What follows belongs to an exercise in optimizing a design on an open flow for small area, a short achievable clock period and few clock cycles; a production flow would make more cautious choices.
The RTL was checked by simulation tests, not by an equivalence proof against the original design.
Power is estimated from default activity; no workload was simulated.

==> flow/design.v <==
`timescale 1ns / 1ps
module zig_zag_traversal (
    input clk,
    input reset,
    output reg done,
    input [5:0] ram_read_addr,
    output [7:0] ram_read_data,
    output [5:0] rom_addr,            
    input  [7:0] rom_data             
);
  reg [5:0] t;         
  reg       load;      
  reg [2:0] row, col;
  wire odd = row[0] ^ col[0];
  assign rom_addr = {row, col};
  always @(posedge clk or posedge reset) begin
    if (reset) begin
      row <= 3'd0;
      col <= 3'd0;
    end else if (!odd) begin
      if (row == 3'd7) col <= col + 3'd1;
      else begin
        row <= row + 3'd1;
        if (col != 3'd0) col <= col - 3'd1;
      end
    end else begin
      if (col == 3'd7) row <= row + 3'd1;
      else begin
        col <= col + 3'd1;
        if (row != 3'd0) row <= row - 3'd1;
      end
    end
  end
  reg  [7:0] c [0:63];
  wire [7:0] c_in = load ? rom_data : c[63];
  integer i;
  always @(posedge clk) begin
    c[0] <= c_in;
    for (i = 1; i < 64; i = i + 1)
      c[i] <= c[i-1];
  end
  wire [2:0] a_lo = ram_read_addr[2:0];
  wire [2:0] a_hi = ram_read_addr[5:3];
  wire [2:0] t_lo = t[2:0];
  wire [2:0] t_hi = t[5:3];
  wire [7:0] ge;         
  wire [7:0] eq_hi;      
  wire [7:0] lo_sel, hi_sel;
  genvar g, b;
  generate
    for (g = 0; g < 8; g = g + 1) begin : dec
      wire [2:0] k_lo = t_lo - 3'd1 - g;
      wire [2:0] k_hi = t_hi - g;
      zz_eq3 ul (.a(a_lo), .k(k_lo), .y(lo_sel[g]));
      zz_eq3 uh (.a(a_hi), .k(k_hi), .y(eq_hi[g]));
      assign ge[g]     = (t_lo <= g);
    end
  endgenerate
  wire borrow = ge[a_lo];
  generate
    for (g = 0; g < 8; g = g + 1) begin : dech
      assign hi_sel[g] = borrow ? eq_hi[(g + 1) % 8] : eq_hi[g];
    end
  endgenerate
  wire [7:0] v [0:63];
  generate
    for (g = 0; g < 63; g = g + 1) begin : rd
      assign v[g] = c[g];
    end
  endgenerate
  assign v[63] = c_in;
  wire [7:0] grp [0:7];
  generate
    for (g = 0; g < 8; g = g + 1) begin : lvl1
      for (b = 0; b < 8; b = b + 1) begin : bt
        zz_sel8 u (.s(lo_sel),
                   .d({v[8*g+7][b], v[8*g+6][b], v[8*g+5][b], v[8*g+4][b],
                       v[8*g+3][b], v[8*g+2][b], v[8*g+1][b], v[8*g][b]}),
                   .y(grp[g][b]));
      end
    end
    for (b = 0; b < 8; b = b + 1) begin : lvl2
      zz_sel8f u (.s(hi_sel),
                 .d({grp[7][b], grp[6][b], grp[5][b], grp[4][b],
                     grp[3][b], grp[2][b], grp[1][b], grp[0][b]}),
                 .y(ram_read_data[b]));
    end
  endgenerate
  always @(posedge clk or posedge reset) begin
    if (reset) begin
      t    <= 6'd0;
      done <= 1'b0;
      load <= 1'b1;
    end else begin
      t    <= t + 6'd1;
      done <= done | (t == 6'd62);
      load <= ~done;
    end
  end
endmodule
module zz_sel8 (
    input  [7:0] s,
    input  [7:0] d,
    output       y
);
  wire n0, n1, n2;
  zz_aoi222 u0 (.a1(s[0]), .a2(d[0]), .b1(s[1]), .b2(d[1]), .c1(s[2]), .c2(d[2]), .y(n0));
  zz_aoi222 u1 (.a1(s[3]), .a2(d[3]), .b1(s[4]), .b2(d[4]), .c1(s[5]), .c2(d[5]), .y(n1));
  zz_aoi22  u2 (.a1(s[6]), .a2(d[6]), .b1(s[7]), .b2(d[7]), .y(n2));
  zz_nand3  u3 (.a(n0), .b(n1), .c(n2), .y(y));
endmodule
module zz_sel8f (
    input  [7:0] s,
    input  [7:0] d,
    output       y
);
  wire n0, n1, n2, n3;
  zz_aoi22 u0 (.a1(s[0]), .a2(d[0]), .b1(s[1]), .b2(d[1]), .y(n0));
  zz_aoi22 u1 (.a1(s[2]), .a2(d[2]), .b1(s[3]), .b2(d[3]), .y(n1));
  zz_aoi22 u2 (.a1(s[4]), .a2(d[4]), .b1(s[5]), .b2(d[5]), .y(n2));
  zz_aoi22 u3 (.a1(s[6]), .a2(d[6]), .b1(s[7]), .b2(d[7]), .y(n3));
  zz_nand4 u4 (.a(n0), .b(n1), .c(n2), .d(n3), .y(y));
endmodule
module zz_eq3 (input [2:0] a, input [2:0] k, output y);
  assign y = (a == k);
endmodule
module zz_nand4 (input a, b, c, d, output y);
  assign y = ~(a & b & c & d);
endmodule
module zz_aoi222 (input a1, a2, b1, b2, c1, c2, output y);
  assign y = ~((a1 & a2) | (b1 & b2) | (c1 & c2));
endmodule
module zz_aoi22 (input a1, a2, b1, b2, output y);
  assign y = ~((a1 & a2) | (b1 & b2));
endmodule
module zz_nand3 (input a, b, c, output y);
  assign y = ~(a & b & c);
endmodule
export LEC_CHECK = 0
export CAP_MARGIN = 20
export CORE_MARGIN = 2
export CORE_UTILIZATION = 40
export CTS_CLUSTER_DIAMETER = 100
export CTS_CLUSTER_SIZE = 30
export SETUP_SLACK_MARGIN = 2.5
export SLEW_MARGIN = 20
export SYNTH_HIERARCHICAL = 1
export SYNTH_MINIMUM_KEEP_SIZE = 0
create_clock -name core_clock -period 7.5 [get_ports {clk}]
run.sh (not shown) runs the stock make flow with config.mk's settings and CLKGATE_MAP_FILE= SYNTH_SCRIPT=/design/flow/synth_recipe.tcl, a recipe that flattens the netlist after the stock synthesis.
Testbench counts at the start, summed over its fixed seeds: cycles 12,096.
Rerun with:
--- a/flow/design.v
+++ b/flow/design.v
@@ -51,8 +51,8 @@
     for (g = 0; g < 8; g = g + 1) begin : dec
       wire [2:0] k_lo = t_lo - 3'd1 - g;
       wire [2:0] k_hi = t_hi - g;
-      zz_eq3 ul (.a(a_lo), .k(k_lo), .y(lo_sel[g]));
-      zz_eq3 uh (.a(a_hi), .k(k_hi), .y(eq_hi[g]));
+      assign lo_sel[g] = (a_lo == k_lo);
+      assign eq_hi[g]  = (a_hi == k_hi);
       assign ge[g]     = (t_lo <= g);
     end
   endgenerate
@@ -80,7 +80,7 @@
       end
     end
     for (b = 0; b < 8; b = b + 1) begin : lvl2
-      zz_sel8f u (.s(hi_sel),
+      zz_sel8 u (.s(hi_sel),
                  .d({grp[7][b], grp[6][b], grp[5][b], grp[4][b],
                      grp[3][b], grp[2][b], grp[1][b], grp[0][b]}),
                  .y(ram_read_data[b]));
@@ -109,24 +109,6 @@
   zz_aoi22  u2 (.a1(s[6]), .a2(d[6]), .b1(s[7]), .b2(d[7]), .y(n2));
   zz_nand3  u3 (.a(n0), .b(n1), .c(n2), .y(y));
 endmodule
-module zz_sel8f (
-    input  [7:0] s,
-    input  [7:0] d,
-    output       y
-);
-  wire n0, n1, n2, n3;
-  zz_aoi22 u0 (.a1(s[0]), .a2(d[0]), .b1(s[1]), .b2(d[1]), .y(n0));
-  zz_aoi22 u1 (.a1(s[2]), .a2(d[2]), .b1(s[3]), .b2(d[3]), .y(n1));
-  zz_aoi22 u2 (.a1(s[4]), .a2(d[4]), .b1(s[5]), .b2(d[5]), .y(n2));
-  zz_aoi22 u3 (.a1(s[6]), .a2(d[6]), .b1(s[7]), .b2(d[7]), .y(n3));
-  zz_nand4 u4 (.a(n0), .b(n1), .c(n2), .d(n3), .y(y));
-endmodule
-module zz_eq3 (input [2:0] a, input [2:0] k, output y);
-  assign y = (a == k);
-endmodule
-module zz_nand4 (input a, b, c, d, output y);
-  assign y = ~(a & b & c & d);
-endmodule
 module zz_aoi222 (input a1, a2, b1, b2, c1, c2, output y);
   assign y = ~((a1 & a2) | (b1 & b2) | (c1 & c2));
 endmodule
What happened: The changed run ran to the end with no violations; critical path depth is higher by 2; total power is higher by 0.31%; worst setup slack is worse by 440 ps; die area is lower by 3.5%; cell area is lower by 1.2%; non-clock buffer count is higher by 38; routed wire length is higher by 5.3%; area after synthesis is lower by 3.6%; maximum frequency is lower by 8.2%; hold slack hardly moves; global-route usage is higher by 1.1 points.
Testbench counts after the change, summed over its fixed seeds: cycles 12,096.

-- static timing again, ports no longer ideal --
The flow's constraints put no driver on any port. The routed layouts listed below were extracted and timed again, unchanged, in two steps. Step 1, drivers: a clkbuf_16 drives clk and a buf_2 each remaining input, both assumed. Step 2 times the ports against the registers' clock, not the clock port: input delays grow and output delays shrink by t, the midpoint of the rising clock arrivals with the driver on. a / b / c = ideal / step 1 / step 2; a / b = the first two.
run	t (ns)	slack for setup (ns)	latest minus earliest clock arrival (ns)
the first run	0.587	2.566 / 2.535 / 2.535	0.015 / 0.015
the second run	0.594	2.127 / 2.089 / 2.089	0.016 / 0.016
After both steps setup and hold are still met in every run listed. For the second run, which loses most, drivers alone change the setup slack by -0.038 ns; drivers and shift together by -0.038 ns.
